Context: an optimization exercise on an open-source flow, tuned for small area, a short achievable clock period and few clock cycles per item. The choices shown serve that exercise and are no tape-out recipe.
At most, simulation tests tie the RTL to the original design; equivalence was not proved.
Power figures rest on the tool's default switching activity, not on a simulated workload.

==> inputs of delta <==
==> flow/design.v (excerpt) <==
module MD5(
    input wire clk,
    input wire reset_n,
    input wire cs,
    input wire we,
    input wire [7:0] address,
    input wire [31:0] write_data,
    output wire [31:0] read_data
);
Settings: LEC_CHECK=0, ABC_AREA=1, CAP_MARGIN=20, CORE_MARGIN=2, CORE_UTILIZATION=40, CTS_CLUSTER_DIAMETER=250, CTS_CLUSTER_SIZE=16, SETUP_SLACK_MARGIN=4.0, SLEW_MARGIN=20, SYNTH_HIERARCHICAL=1; clock period 9.0 ns.
standard.sh (not shown) runs the stock make flow with config.mk's settings and CLKGATE_MAP_FILE= SYNTH_SCRIPT=/design/flow/synth_recipe.tcl, a recipe that flattens the netlist after the stock synthesis.
==> flow/flow/run.sh <==
#!/bin/bash
# The standard layout (the standard.sh), with one change to synthesis: Yosys does not map
# adders to the library's full/half-adder cells (ADDER_MAP_FILE is empty), so ABC maps the
# adders' logic together with the rest. Registers are mapped exactly as in the standard synthesis.
# make's full output goes to flow_make.log; ORFS keeps each step's log under orfs/logs/.
set -euo pipefail
bash standard.sh ADDER_MAP_FILE= finish > flow_make.log 2>&1
==> inputs of pepper, as changes to delta <==
--- a/flow/design.v
+++ b/flow/design.v
@@ -90,45 +90,26 @@
             ({32{sr[2]}} & {x[29:0], x[31:30]}) | ({32{sr[3]}} & {x[28:0], x[31:29]});
         rot2 = ({32{sq[0]}} & {t[27:0], t[31:28]}) | ({32{sq[1]}} & {t[23:0], t[31:24]}) |
                ({32{sq[2]}} & {t[19:0], t[31:20]}) | ({32{sq[3]}} & {t[15:0], t[31:16]}) |
                ({32{sq[4]}} & {t[11:0], t[31:12]});
     end
 endfunction
-function [31:0] rotl(input [31:0] x, input [15:0] s);
-    begin
-        rotl = ({32{s[0]}} & {x[24:0], x[31:25]}) |
-        ({32{s[1]}} & {x[19:0], x[31:20]}) |
-        ({32{s[2]}} & {x[14:0], x[31:15]}) |
-        ({32{s[3]}} & {x[9:0], x[31:10]}) |
-        ({32{s[4]}} & {x[26:0], x[31:27]}) |
-        ({32{s[5]}} & {x[22:0], x[31:23]}) |
-        ({32{s[6]}} & {x[17:0], x[31:18]}) |
-        ({32{s[7]}} & {x[11:0], x[31:12]}) |
-        ({32{s[8]}} & {x[27:0], x[31:28]}) |
-        ({32{s[9]}} & {x[20:0], x[31:21]}) |
-        ({32{s[10]}} & {x[15:0], x[31:16]}) |
-        ({32{s[11]}} & {x[8:0], x[31:9]}) |
-        ({32{s[12]}} & {x[25:0], x[31:26]}) |
-        ({32{s[13]}} & {x[21:0], x[31:22]}) |
-        ({32{s[14]}} & {x[16:0], x[31:17]}) |
-        ({32{s[15]}} & {x[10:0], x[31:11]});
-    end
-endfunction
 function [31:0] bswap(input [31:0] w);
     begin
         bswap = {w[7:0], w[15:8], w[23:16], w[31:24]};
     end
 endfunction
 reg [31:0] blk [0:15];
 reg [31:0] h0_reg, h1_reg, h2_reg, h3_reg;   
 reg [31:0] b_reg, c_reg, d_reg;
+reg [31:0] x1_reg, x0_reg;   
 reg [31:0] pre_reg;
 wire        prep, pv, reload, step, do_init, bwe, w_bus;
 wire [5:0]  rnd;
 wire [15:0] gsel;
-wire [3:0]  fsel, rlo;
+wire [3:0]  rlo;
 wire [4:0]  rhi;
 md5_ctl ctl(
     .clk(clk),
     .reset_n(reset_n),
     .init(init),
     .next(next),
@@ -141,33 +122,42 @@
     .step(step),
     .do_init(do_init),
     .bwe(bwe),
     .w_bus(w_bus),
     .rnd(rnd),
     .gsel(gsel),
-    .fsel(fsel),
     .rlo(rlo),
     .rhi(rhi)
 );
 reg [31:0] w_mem;
 integer i;
 always @(*) begin
     w_mem = 32'h0;
     for (i = 0; i < 16; i = i + 1)
         w_mem = w_mem | ({32{gsel[i]}} & blk[i]);
 end
 wire [31:0] w_sel   = w_bus ? block_data : w_mem;
 wire [31:0] pre_new = (pv ? d_reg : pre_reg) + K(rnd) + w_sel;
-wire [31:0] f_val   = ({32{fsel[0]}} & (d_reg ^ (b_reg & (c_reg ^ d_reg)))) |
-                      ({32{fsel[1]}} & (c_reg ^ (d_reg & (b_reg ^ c_reg)))) |
-                      ({32{fsel[2]}} & (b_reg ^ c_reg ^ d_reg)) |
-                      ({32{fsel[3]}} & (c_reg ^ (b_reg | ~d_reg)));
+wire [31:0] f_val   = (b_reg & x1_reg) | (~b_reg & x0_reg);
+wire [31:0] c_nx = reload ? h2_reg : (pv ? b_reg : c_reg);
+wire [31:0] d_nx = reload ? h3_reg : (pv ? c_reg : d_reg);
+reg  [31:0] x1_new, x0_new;
+always @(*) begin
+    case (rnd[5:4])
+        2'd0: begin x1_new = c_nx;           x0_new = d_nx;          end
+        2'd1: begin x1_new = c_nx | d_nx;    x0_new = c_nx & ~d_nx;  end
+        2'd2: begin x1_new = ~(c_nx ^ d_nx); x0_new = c_nx ^ d_nx;   end
+        2'd3: begin x1_new = ~c_nx;          x0_new = ~(c_nx ^ d_nx); end
+    endcase
+end
 wire [31:0] b_new   = b_reg + rot2(pre_reg + f_val, rlo, rhi);
 wire [31:0] h_sum   = h0_reg + b_reg;
 assign digest = {bswap(h0_reg), bswap(h1_reg), bswap(h2_reg), bswap(h3_reg)};
 always @(posedge clk) begin
+    x1_reg <= x1_new;
+    x0_reg <= x0_new;
     if (bwe)
         blk[block_addr] <= block_data;
     if (reload)
         pre_reg <= h0_reg;
     else if (prep)
         pre_reg <= pre_new;
@@ -211,13 +201,12 @@
     output wire step,        
     output wire do_init,     
     output wire bwe,         
     output wire w_bus,       
     output wire [5:0] rnd,   
     output wire [15:0] gsel,
-    output wire [3:0] fsel,
     output wire [3:0] rlo,
     output wire [4:0] rhi
 );
 function [3:0] GIX(input [5:0] i);
     begin
         case (i)
@@ -307,13 +296,12 @@
             4'd13: rot_amt = 5'd10;
             4'd14: rot_amt = 5'd15;
             4'd15: rot_amt = 5'd21;
         endcase
     end
 endfunction
-reg [3:0]  fsel_reg;     
 reg [3:0]  rlo_reg;      
 reg [4:0]  rhi_reg;      
 reg        pstep_reg;    
 reg        plast_reg;    
 reg [3:0]  gidx_reg;     
 reg        pv_reg;       
@@ -335,13 +323,12 @@
 assign step    = (pv_reg & pstep_reg) | fin_reg;
 assign w_bus   = idle & cnt_lo;
 assign pv      = pv_reg;
 assign reload  = reload_reg;
 assign rnd     = cnt_reg[5:0];
 assign gsel    = 16'h0001 << gidx_reg;
-assign fsel    = fsel_reg;
 assign rlo     = rlo_reg;
 assign rhi     = rhi_reg;
 always @(posedge clk or negedge reset_n) begin
     if (!reset_n) begin
         busy_reg   <= 1'b0;
         pv_reg     <= 1'b0;
@@ -370,13 +357,12 @@
             end
         end
     end
 end
 always @(posedge clk) begin
     if (prep) begin
-        fsel_reg  <= 4'h1 << cnt_reg[5:4];
         rlo_reg   <= 4'h1 << (rot_amt(cnt_reg[5:0]) & 5'd3);
         rhi_reg   <= 5'h1 << ((rot_amt(cnt_reg[5:0]) >> 2) - 5'd1);
         pstep_reg <= (cnt_reg[5:0] >= 6'd61);
         plast_reg <= (cnt_reg[5:0] == 6'd63);
     end
 end
==> flow/flow/run.sh (replaced) <==
#!/bin/bash
# The standard layout (the standard.sh) with two changes:
# - synthesis: Yosys does not map adders to the library's full/half-adder cells
#   (ADDER_MAP_FILE is empty), so ABC maps the adders' logic together with the
#   rest. Registers are mapped exactly as in the standard synthesis.
# - placement: every input and output port is still given a buffer, but the
#   buffer is sky130_fd_sc_hd__buf_4 instead of the delay cell that
#   buffer_ports picks by default.
# make's full output goes to flow_make.log; ORFS keeps each step's log under orfs/logs/.
set -euo pipefail
bash standard.sh ADDER_MAP_FILE= "BUFFER_PORTS_ARGS=-buffer_cell sky130_fd_sc_hd__buf_4" finish > flow_make.log 2>&1
Settings changed: CORE_UTILIZATION 40 to 45, CTS_CLUSTER_DIAMETER 250 to 220, CTS_CLUSTER_SIZE 16 to 18, SETUP_SLACK_MARGIN 4.0 to 4.1.
==> inputs of ember, as changes to delta <==
--- a/flow/design.v
+++ b/flow/design.v
@@ -90,32 +90,12 @@
             ({32{sr[2]}} & {x[29:0], x[31:30]}) | ({32{sr[3]}} & {x[28:0], x[31:29]});
         rot2 = ({32{sq[0]}} & {t[27:0], t[31:28]}) | ({32{sq[1]}} & {t[23:0], t[31:24]}) |
                ({32{sq[2]}} & {t[19:0], t[31:20]}) | ({32{sq[3]}} & {t[15:0], t[31:16]}) |
                ({32{sq[4]}} & {t[11:0], t[31:12]});
     end
 endfunction
-function [31:0] rotl(input [31:0] x, input [15:0] s);
-    begin
-        rotl = ({32{s[0]}} & {x[24:0], x[31:25]}) |
-        ({32{s[1]}} & {x[19:0], x[31:20]}) |
-        ({32{s[2]}} & {x[14:0], x[31:15]}) |
-        ({32{s[3]}} & {x[9:0], x[31:10]}) |
-        ({32{s[4]}} & {x[26:0], x[31:27]}) |
-        ({32{s[5]}} & {x[22:0], x[31:23]}) |
-        ({32{s[6]}} & {x[17:0], x[31:18]}) |
-        ({32{s[7]}} & {x[11:0], x[31:12]}) |
-        ({32{s[8]}} & {x[27:0], x[31:28]}) |
-        ({32{s[9]}} & {x[20:0], x[31:21]}) |
-        ({32{s[10]}} & {x[15:0], x[31:16]}) |
-        ({32{s[11]}} & {x[8:0], x[31:9]}) |
-        ({32{s[12]}} & {x[25:0], x[31:26]}) |
-        ({32{s[13]}} & {x[21:0], x[31:22]}) |
-        ({32{s[14]}} & {x[16:0], x[31:17]}) |
-        ({32{s[15]}} & {x[10:0], x[31:11]});
-    end
-endfunction
 function [31:0] bswap(input [31:0] w);
     begin
         bswap = {w[7:0], w[15:8], w[23:16], w[31:24]};
     end
 endfunction
 reg [31:0] blk [0:15];
==> flow/run.sh (new file) <==
#!/bin/bash
# synth_recipe.tcl (not shown) runs the flow's synth.tcl, then flattens the netlist and writes it again
# the make line also repeats each setting of config.mk as NAME=value (left out here)
make -C /OpenROAD-flow-scripts/flow DESIGN_CONFIG=/design/flow/config.mk WORK_HOME=/design/flow/orfs CLKGATE_MAP_FILE= SYNTH_SCRIPT=/design/flow/synth_recipe.tcl finish
Settings changed: CORE_UTILIZATION 40 to 45, CTS_CLUSTER_DIAMETER 250 to 220, CTS_CLUSTER_SIZE 16 to 18, SETUP_SLACK_MARGIN 4.0 to 3.8.
removed: flow/flow/run.sh
removed: flow/standard.sh
==> inputs of indigo, as changes to delta <==
--- a/flow/design.v
+++ b/flow/design.v
@@ -90,32 +90,12 @@
             ({32{sr[2]}} & {x[29:0], x[31:30]}) | ({32{sr[3]}} & {x[28:0], x[31:29]});
         rot2 = ({32{sq[0]}} & {t[27:0], t[31:28]}) | ({32{sq[1]}} & {t[23:0], t[31:24]}) |
                ({32{sq[2]}} & {t[19:0], t[31:20]}) | ({32{sq[3]}} & {t[15:0], t[31:16]}) |
                ({32{sq[4]}} & {t[11:0], t[31:12]});
     end
 endfunction
-function [31:0] rotl(input [31:0] x, input [15:0] s);
-    begin
-        rotl = ({32{s[0]}} & {x[24:0], x[31:25]}) |
-        ({32{s[1]}} & {x[19:0], x[31:20]}) |
-        ({32{s[2]}} & {x[14:0], x[31:15]}) |
-        ({32{s[3]}} & {x[9:0], x[31:10]}) |
-        ({32{s[4]}} & {x[26:0], x[31:27]}) |
-        ({32{s[5]}} & {x[22:0], x[31:23]}) |
-        ({32{s[6]}} & {x[17:0], x[31:18]}) |
-        ({32{s[7]}} & {x[11:0], x[31:12]}) |
-        ({32{s[8]}} & {x[27:0], x[31:28]}) |
-        ({32{s[9]}} & {x[20:0], x[31:21]}) |
-        ({32{s[10]}} & {x[15:0], x[31:16]}) |
-        ({32{s[11]}} & {x[8:0], x[31:9]}) |
-        ({32{s[12]}} & {x[25:0], x[31:26]}) |
-        ({32{s[13]}} & {x[21:0], x[31:22]}) |
-        ({32{s[14]}} & {x[16:0], x[31:17]}) |
-        ({32{s[15]}} & {x[10:0], x[31:11]});
-    end
-endfunction
 function [31:0] bswap(input [31:0] w);
     begin
         bswap = {w[7:0], w[15:8], w[23:16], w[31:24]};
     end
 endfunction
 reg [31:0] blk [0:15];
Settings changed: CORE_UTILIZATION 40 to 50, CTS_CLUSTER_DIAMETER 250 to 220, CTS_CLUSTER_SIZE 16 to 18.
==> qor summary <==
item                                                                                         delta          indigo           ember          pepper
DIE WIDTH                                                                                   351 um          315 um          326 um          335 um
Final HPWL from detailed placement                                                      138,000 um      135,000 um      122,000 um      158,000 um
Layout cell share with drive strength beyond 1                                               12.7%           12.9%           19.8%           11.2%
Total sequential power                                                                   0.00403 W       0.00403 W       0.00416 W       0.00523 W
Clock-pin slew on the worst setup and hold paths                                             90 ps           80 ps           80 ps           80 ps
P_clk                                                                                    0.00253 W       0.00235 W       0.00240 W       0.00248 W
Sw power                                                                                 0.00234 W       0.00231 W       0.00310 W       0.00773 W
Data arrival, critical path                                                                3150 ps         3130 ps         5930 ps         3090 ps
Setup slack of the worst register-to-register path                                         4120 ps         4200 ps         3520 ps         4250 ps
Synth Area in Compound Gates                                                                 12.2%           12.2%           15.2%           13.9%
Invs w/o clock                                                                                 645             645             583             770
Run status                                                                          finished clean  finished clean  finished clean  finished clean
Final non-filler cell total                                                                  8,263           7,896           7,351           8,168
Depth of the critical timing path with buffers and inverters included                           13              11              37              12
Antenna violations before repair                                                                 6               7               4              10
Number of distinct library cell variants in the gate-level netlist after synthesis              66              66              78              70
Testbench counts of delta, summed over its fixed seeds: cycles 13,695, blocks 192.
Testbench counts of ember, summed over its fixed seeds: cycles 13,695, blocks 192.
Testbench counts of indigo, summed over its fixed seeds: cycles 13,695, blocks 192.
The RTL of pepper was laid out without a check of its function.

-- re-timing with driven ports --
In the flow no input, the clock included, has a driving cell. The finished layouts below were timed again as built, in two steps.
Step 1: set_driving_cell puts a clkbuf_16 on clk and a buf_2 on each other input, an assumption about the parent block.
Step 2 moves the port delays by t, midway between the first and last clock arrival at a register: inputs arrive t later, outputs are due t later. That takes back most of the time a late clock gives input paths.
Three values: ideal ports, drivers, drivers and shift; two values: the first two.
run	t (ns)	slack for setup (ns)	slew at the worst register clock pin (ns)
delta	0.768	4.047 / 4.013 / 3.526	0.12 / 0.12
pepper	0.744	4.110 / 4.055 / 3.622	0.11 / 0.11
ember	0.750	3.519 / 3.519 / 3.289	0.11 / 0.11
indigo	0.738	4.070 / 3.966 / 3.515	0.10 / 0.10
After both steps setup and hold are still met in every run listed. The setup slack of indigo, which loses most, moves by -0.104 ns with the drivers and by -0.555 ns with both steps.
